What follows belongs to an exercise in optimizing a design on an open flow for small area and a short achievable clock period; a production flow would make more cautious choices.
The RTL was checked by simulation tests, not by an equivalence proof against the original design.

==> v23: inputs <==
==> flow/design.v (excerpt) <==
module fpu_mul( input         CLK,
                input         RESET,
                input         EN,
                input  [31:0] A,
                input  [31:0] B,
                output [31:0] Z );
clock: 10.0 ns
lec_check: 0
abc_area: 1
cap_margin: 20
core_margin: 2
core_utilization: 55
place_density: 0.75
setup_slack_margin: 5
slew_margin: 20
synth_hierarchical: 1
tns_end_percent: 10
standard.sh (not shown) runs the stock make flow with config.mk's settings and CLKGATE_MAP_FILE= SYNTH_SCRIPT=/design/flow/synth_recipe.tcl, a recipe that flattens the netlist after the stock synthesis.
==> flow/flow/run.sh <==
#!/bin/bash
# Layout flow: the standard flow (standard.sh, the ORFS make targets) with
#  - the port buffers that ORFS inserts on every input and output made with
#    sky130_fd_sc_hd__buf_1 (BUFFER_PORTS_ARGS) instead of the default choice.
# Synthesis, floorplan, placement, CTS and routing are otherwise unchanged.
# Each ORFS step writes its full log under orfs/logs/; make's own output goes
# to standard.log here.
set -euo pipefail
MARGIN=$(cat flow/margin.txt 2>/dev/null || echo 6)
BUF=$(cat flow/portbuf.txt 2>/dev/null || echo sky130_fd_sc_hd__buf_1)
sed -E "s/SETUP_SLACK_MARGIN=[0-9.+-]+/SETUP_SLACK_MARGIN=${MARGIN} 'BUFFER_PORTS_ARGS=-buffer_cell ${BUF}'/" standard.sh > standard_margin.sh
grep -q "SETUP_SLACK_MARGIN=${MARGIN} " standard_margin.sh
bash standard_margin.sh > standard.log 2>&1
==> flow/flow/margin.txt <==
6.3
==> v5 (differences from v23) <==
--- a/flow/design.v
+++ b/flow/design.v
@@ -1013,31 +1013,25 @@
     zero2 <= zero_r; sign2 <= sign_r;
   end
   es2 <= esum_r; cl2 <= lowsum[16]; st2 <= sticky1;
   hA <= rowA[47:16]; hB <= rowB[47:16];
 end
 wire c22;    
 carry_pfx u_c22 (.a(hA[21:16]), .b(hB[21:16]), .ci(cl2), .co(c22));
 wire x22 = hA[22], y22 = hB[22];
-wire p22 = x22 ^ y22 ^ c22;
-wire c23 = (x22 & y22) | (c22 & (x22 ^ y22));
 wire [24:0] X = hA[47:23], Y = hB[47:23];
 wire [24:0] S = X ^ Y;
 wire [24:0] C = {X[23:0] & Y[23:0], 1'b0};
-wire p23 = S[0] ^ c23;
-wire up = p22 & (p23 | st2);
-wire m = (S[0] & c23) | (up & (S[0] ^ c23));
-wire [23:0] T0, T1;    
-add_cmp24 u_cmp (.a(S[24:1]), .b(C[24:1]), .s0(T0), .s1(T1));
-wire r0 = p23 ^ up;
-wire [22:0] F0 = T0[23] ? T0[22:0] : {T0[21:0], r0};
-wire [22:0] F1 = T1[23] ? T1[22:0] : {T1[21:0], r0};
-wire [22:0] f = m ? F1 : F0;
-wire r24 = m ? T1[23] : T0[23];
+wire m, r0;    
+round_sel u_rnd (.x22(x22), .y22(y22), .s0(S[0]), .st(st2), .c22(c22), .m(m), .r0(r0));
+wire [23:0] T;    
+add_cin24 u_add (.a(S[24:1]), .b(C[24:1]), .ci(m), .s(T));
+wire [22:0] f = T[23] ? T[22:0] : {T[21:0], r0};
+wire r24 = T[23];
 wire [9:0] e2 = {1'b0, es2} - 10'd127;
 wire [9:0] e2p = {1'b0, es2} - 10'd126;
 wire zero_a = e2[9] | zero2,  inf_a = (e2[9:8] == 2'b01);
 wire zero_b = e2p[9] | zero2, inf_b = (e2p[9:8] == 2'b01);
 wire ret_zero = r24 ? zero_b : zero_a;
 wire ret_inf  = r24 ? inf_b : inf_a;
 wire [7:0] en = r24 ? e2p[7:0] : e2[7:0];
 reg        zs_r;        
@@ -1052,20 +1046,20 @@
   end else begin
     zs_r <= sign2; kz_r <= ~ret_zero; fi_r <= ret_inf & ~ret_zero; km_r <= ~(ret_zero | ret_inf);
   end
 always_ff @(posedge CLK) begin
   ze_r <= en; zm_r <= f;
 end
 assign Z = {zs_r, {8{fi_r}} | ({8{kz_r}} & ze_r), {23{km_r}} & zm_r};
 endmodule
-module add_cmp24( input  [23:0] a,
+module add_cin24( input  [23:0] a,
                   input  [23:0] b,
-                  output [23:0] s0,
-                  output [23:0] s1 );
+                  input         ci,
+                  output [23:0] s );
 wire [23:0] p = a ^ b;
 wire [23:0] g = a & b;
 wire [23:0] G1, P1;
 assign G1[0] = g[0];
 assign P1[0] = p[0];
 assign G1[1] = g[1] | (p[1] & g[0]);
 assign P1[1] = p[1] & p[0];
 assign G1[2] = g[2];
@@ -1303,24 +1297,40 @@
 assign G5[20] = G4[20] | (P4[20] & G4[15]);
 assign P5[20] = P4[20] & P4[15];
 assign G5[21] = G4[21] | (P4[21] & G4[15]);
 assign P5[21] = P4[21] & P4[15];
 assign G5[22] = G4[22] | (P4[22] & G4[15]);
 assign P5[22] = P4[22] & P4[15];
 assign G5[23] = G4[23] | (P4[23] & G4[15]);
 assign P5[23] = P4[23] & P4[15];
-assign s0 = p ^ {G5[22:0], 1'b0};
-assign s1 = p ^ {G5[22:0] | P5[22:0], 1'b1};
+assign s = p ^ {G5[22:0] | (P5[22:0] & {23{ci}}), ci};
 endmodule
 module carry_pfx
                  ( input  [5:0] a,
                    input  [5:0] b,
                    input          ci,
                    output         co );
-wire [6:0] c;
-assign c[0] = ci;
-genvar i;
-generate for (i = 0; i < 6; i = i + 1) begin : cc
-  assign c[i+1] = (a[i] & b[i]) | ((a[i] | b[i]) & c[i]);
-end endgenerate
-assign co = c[6];
+wire [5:0] g = a & b;
+wire [5:0] p = a | b;
+wire Gl1_0 = g[1] | (p[1] & g[0]);
+wire Pl1_0 = p[1] & p[0];
+wire Gl1_1 = g[3] | (p[3] & g[2]);
+wire Pl1_1 = p[3] & p[2];
+wire Gl1_2 = g[5] | (p[5] & g[4]);
+wire Pl1_2 = p[5] & p[4];
+wire Gl2_0 = Gl1_1 | (Pl1_1 & Gl1_0);
+wire Pl2_0 = Pl1_1 & Pl1_0;
+wire Gl3_0 = Gl1_2 | (Pl1_2 & Gl2_0);
+wire Pl3_0 = Pl1_2 & Pl2_0;
+assign co = Gl3_0 | (Pl3_0 & ci);
+endmodule
+module round_sel( input  x22, y22, s0, st, c22,
+                  output m, r0 );
+wire p22_0 = x22 ^ y22,        p22_1 = ~(x22 ^ y22);
+wire c23_0 = x22 & y22,        c23_1 = x22 | y22;
+wire p23_0 = s0 ^ c23_0,       p23_1 = s0 ^ c23_1;
+wire up_0  = p22_0 & (p23_0 | st), up_1 = p22_1 & (p23_1 | st);
+wire m_0 = (s0 & c23_0) | (up_0 & (s0 ^ c23_0));
+wire m_1 = (s0 & c23_1) | (up_1 & (s0 ^ c23_1));
+assign m  = c22 ? m_1 : m_0;
+assign r0 = c22 ? (p23_1 ^ up_1) : (p23_0 ^ up_0);
 endmodule
==> flow/flow/margin.txt (replaced) <==
6.2
Settings changed: PLACE_DENSITY 0.75 to default.
==> v33 (differences from v23) <==
--- a/flow/design.v
+++ b/flow/design.v
@@ -28,24 +28,21 @@
 reg [22:0] ma;
 reg [11:0] one, two, neg;
 always_ff @(posedge CLK)
   if (RESET) begin
     zero_r <= 1'b1; sign_r <= 1'b0;
   end else if (EN) begin
     zero_r <= zero_in; sign_r <= A[31] ^ B[31];
   end
-always_ff @(posedge CLK) begin
-  if (EN) esum_r <= esum_in;
-  if (RESET) begin
-    ma <= 23'd0; one <= 12'd0; two <= 12'd0; neg <= 12'd0;
-  end else if (EN) begin
-    ma <= A[22:0]; one <= one_in; two <= two_in; neg <= neg_in;
+always_ff @(posedge CLK)
+  if (EN) begin
+    ma <= A[22:0]; esum_r <= esum_in;
+    one <= one_in; two <= two_in; neg <= neg_in;
   end
-end
 wire [24:0] t0;
 wire [24:0] t1;
 wire [24:0] t2;
 wire [24:0] t3;
 wire [24:0] t4;
 wire [24:0] t5;
 wire [24:0] t6;
 wire [24:0] t7;
@@ -983,41 +980,42 @@
 fa u_fa260 (.a(fc179), .b(fs218), .ci(fc217), .s(fs260), .co(fc260));
 fa u_fa261 (.a(t11[23]), .b(fs219), .ci(fc218), .s(fs261), .co(fc261));
 fa u_fa262 (.a(hs29), .b(t11[24]), .ci(fc219), .s(fs262), .co(fc262));
 assign hs32 = ~hc29;
 assign hc32 = hc29;
 wire [47:0] rowA = {fc262, fc261, fc260, fc259, fc258, fc257, fc256, fc255, fc254, fc253, fc252, fc251, fc250, fc249, fc248, fc247, fc246, fc245, fc244, fc243, fc242, fc241, fc240, fc239, fc238, fc237, fc236, fc235, fc234, fc233, fc232, fc231, fc230, fc229, fc228, fc227, fc226, fc225, fc224, fc223, fc222, fc221, fc220, hc31, hc30, hs30, t0[1], neg[0]};
 wire [47:0] rowB = {hs32, fs262, fs261, fs260, fs259, fs258, fs257, fs256, fs255, fs254, fs253, fs252, fs251, fs250, fs249, fs248, fs247, fs246, fs245, fs244, fs243, fs242, fs241, fs240, fs239, fs238, fs237, fs236, fs235, fs234, fs233, fs232, fs231, fs230, fs229, fs228, fs227, fs226, fs225, fs224, fs223, fs222, fs221, fs220, hs31, t1[0], 1'b0, t0[0]};
 wire [16:0] lowsum = {1'b0, rowA[15:0]} + {1'b0, rowB[15:0]};
+wire [9:0] e1 = {1'b0, esum_r} - 10'd127;
 wire [22:0] za, zb;
 assign za[0] = 1'b1;
 assign zb[0] = 1'b1;
 generate for (gj = 1; gj < 23; gj = gj + 1) begin : tza
   assign za[gj] = za[gj-1] & ~ma[gj-1];
 end endgenerate
 generate for (gj = 0; gj < 11; gj = gj + 1) begin : tzb
   assign zb[2*gj+1] = zb[2*gj] & ~one[gj];
   assign zb[2*gj+2] = zb[2*gj] & ~one[gj] & ~two[gj];
 end endgenerate
 wire [22:0] zpair;
 generate for (gj = 0; gj < 23; gj = gj + 1) begin : zp
   assign zpair[gj] = za[gj] & zb[22-gj];
 end endgenerate
 wire sticky1 = ~(|zpair);
 reg        zero2, sign2, cl2, st2;
-reg  [8:0] es2;    
+reg  [9:0] e2;
 reg [47:16] hA, hB;
 always_ff @(posedge CLK) begin
   if (RESET) begin
     zero2 <= 1'b1; sign2 <= 1'b0;
   end else begin
     zero2 <= zero_r; sign2 <= sign_r;
   end
-  es2 <= esum_r; cl2 <= lowsum[16]; st2 <= sticky1;
+  e2 <= e1; cl2 <= lowsum[16]; st2 <= sticky1;
   hA <= rowA[47:16]; hB <= rowB[47:16];
 end
 wire c22;    
 carry_pfx u_c22 (.a(hA[21:16]), .b(hB[21:16]), .ci(cl2), .co(c22));
 wire x22 = hA[22], y22 = hB[22];
 wire p22 = x22 ^ y22 ^ c22;
 wire c23 = (x22 & y22) | (c22 & (x22 ^ y22));
 wire [24:0] X = hA[47:23], Y = hB[47:23];
@@ -1028,39 +1026,28 @@
 wire m = (S[0] & c23) | (up & (S[0] ^ c23));
 wire [23:0] T0, T1;    
 add_cmp24 u_cmp (.a(S[24:1]), .b(C[24:1]), .s0(T0), .s1(T1));
 wire r0 = p23 ^ up;
 wire [22:0] F0 = T0[23] ? T0[22:0] : {T0[21:0], r0};
 wire [22:0] F1 = T1[23] ? T1[22:0] : {T1[21:0], r0};
 wire [22:0] f = m ? F1 : F0;
 wire r24 = m ? T1[23] : T0[23];
-wire [9:0] e2 = {1'b0, es2} - 10'd127;
-wire [9:0] e2p = {1'b0, es2} - 10'd126;
+wire [9:0] e2p = e2 + 10'd1;
 wire zero_a = e2[9] | zero2,  inf_a = (e2[9:8] == 2'b01);
 wire zero_b = e2p[9] | zero2, inf_b = (e2p[9:8] == 2'b01);
 wire ret_zero = r24 ? zero_b : zero_a;
 wire ret_inf  = r24 ? inf_b : inf_a;
 wire [7:0] en = r24 ? e2p[7:0] : e2[7:0];
-reg        zs_r;        
-reg        kz_r;        
-reg        fi_r;        
-reg        km_r;        
-reg  [7:0] ze_r;
-reg [22:0] zm_r;
+wire [30:0] ret_val = ret_zero ? 31'd0 : ret_inf ? {8'hFF, 23'd0} : {en, f};
+reg [31:0] z_r;
 always_ff @(posedge CLK)
-  if (RESET) begin
-    zs_r <= 1'b0; kz_r <= 1'b0; fi_r <= 1'b0; km_r <= 1'b0;
-  end else begin
-    zs_r <= sign2; kz_r <= ~ret_zero; fi_r <= ret_inf & ~ret_zero; km_r <= ~(ret_zero | ret_inf);
-  end
-always_ff @(posedge CLK) begin
-  ze_r <= en; zm_r <= f;
-end
-assign Z = {zs_r, {8{fi_r}} | ({8{kz_r}} & ze_r), {23{km_r}} & zm_r};
+  if (RESET) z_r <= 32'd0;
+  else       z_r <= {sign2, ret_val};
+assign Z = z_r;
 endmodule
 module add_cmp24( input  [23:0] a,
                   input  [23:0] b,
                   output [23:0] s0,
                   output [23:0] s1 );
 wire [23:0] p = a ^ b;
 wire [23:0] g = a & b;
 wire [23:0] G1, P1;
==> flow/flow/margin.txt (replaced) <==
6.0
Settings changed: CORE_UTILIZATION 55 to 40, PLACE_DENSITY 0.75 to default, TNS_END_PERCENT 10 to default.
==> impl_metrics.ini <==
[yosys]
syn-cell-area_um2 = 19600
avgSynthCellArea_um2 = 9.53

[power_and_ir_drop]
p_switching_mw = 4.67

[detailed_routing]
totalWireLength_um = 64600
wl_met2_um = 28100

[setup_path]
r2r_start = two[9]$_DFFE_PP_

[timing]
fin_crit_sh_pct = 39.8

[outcome]
status = timing/DRC/antenna clean
That was v33.
==> impl_metrics.ini <==
[outcome]
status = timing/DRC/antenna clean

[timing]
fin_crit_sh_pct = 38.0

[yosys]
avgSynthCellArea_um2 = 8.82
syn-cell-area_um2 = 19600

[detailed_routing]
wl_met2_um = 27700
totalWireLength_um = 64900
wl_met3_um = 8270

[setup_path]
r2r_start = neg[2]$_SDFFE_PP0P_

[power_and_ir_drop]
p_switching_mw = 3.44

[floorplanning]
num_rows = 69
That was v23.
==> impl_metrics.ini <==
[outcome]
status = timing/DRC/antenna clean

[power_and_ir_drop]
p_switching_mw = 2.69

[timing]
fin_crit_sh_pct = 38.5

[finish]
drive_above_1_share_pct = 13.0

[setup_path]
r2r_start = neg[4]$_SDFFE_PP0P_

[detailed_routing]
totalWireLength_um = 61000
wl_met2_um = 25600

[clock_tree]
numClockSinks = 181

[yosys]
syn-cell-area_um2 = 19000
avgSynthCellArea_um2 = 9.00
That was v5.

[separate check: timing with driven ports]
The flow's constraints put no driver on any port. The routed layouts listed below were extracted and timed again, unchanged, in two steps. Step 1, drivers: a clkbuf_16 drives CLK and a buf_2 each remaining input, both assumed. Step 2 also shifts input and output timing later by t, the mid clock arrival at the registers, as if the neighbouring blocks saw the same clock. Three values: ideal ports, drivers, drivers and shift; two values: the first two.
run	t (ns)	setup WS [ns]	worst hold slack (ns)
v23	0.522	6.200 / 6.200 / 6.082	0.345 / 0.345 / 0.345
v5	0.519	6.146 / 6.146 / 5.788	0.345 / 0.345 / 0.345
v33	0.548	6.022 / 6.022 / 6.022	0.419 / 0.419 / 0.419
After both steps setup and hold are still met in every run listed. For v5, which loses most, drivers alone change the setup slack by 0.000 ns; drivers and shift together by -0.358 ns.
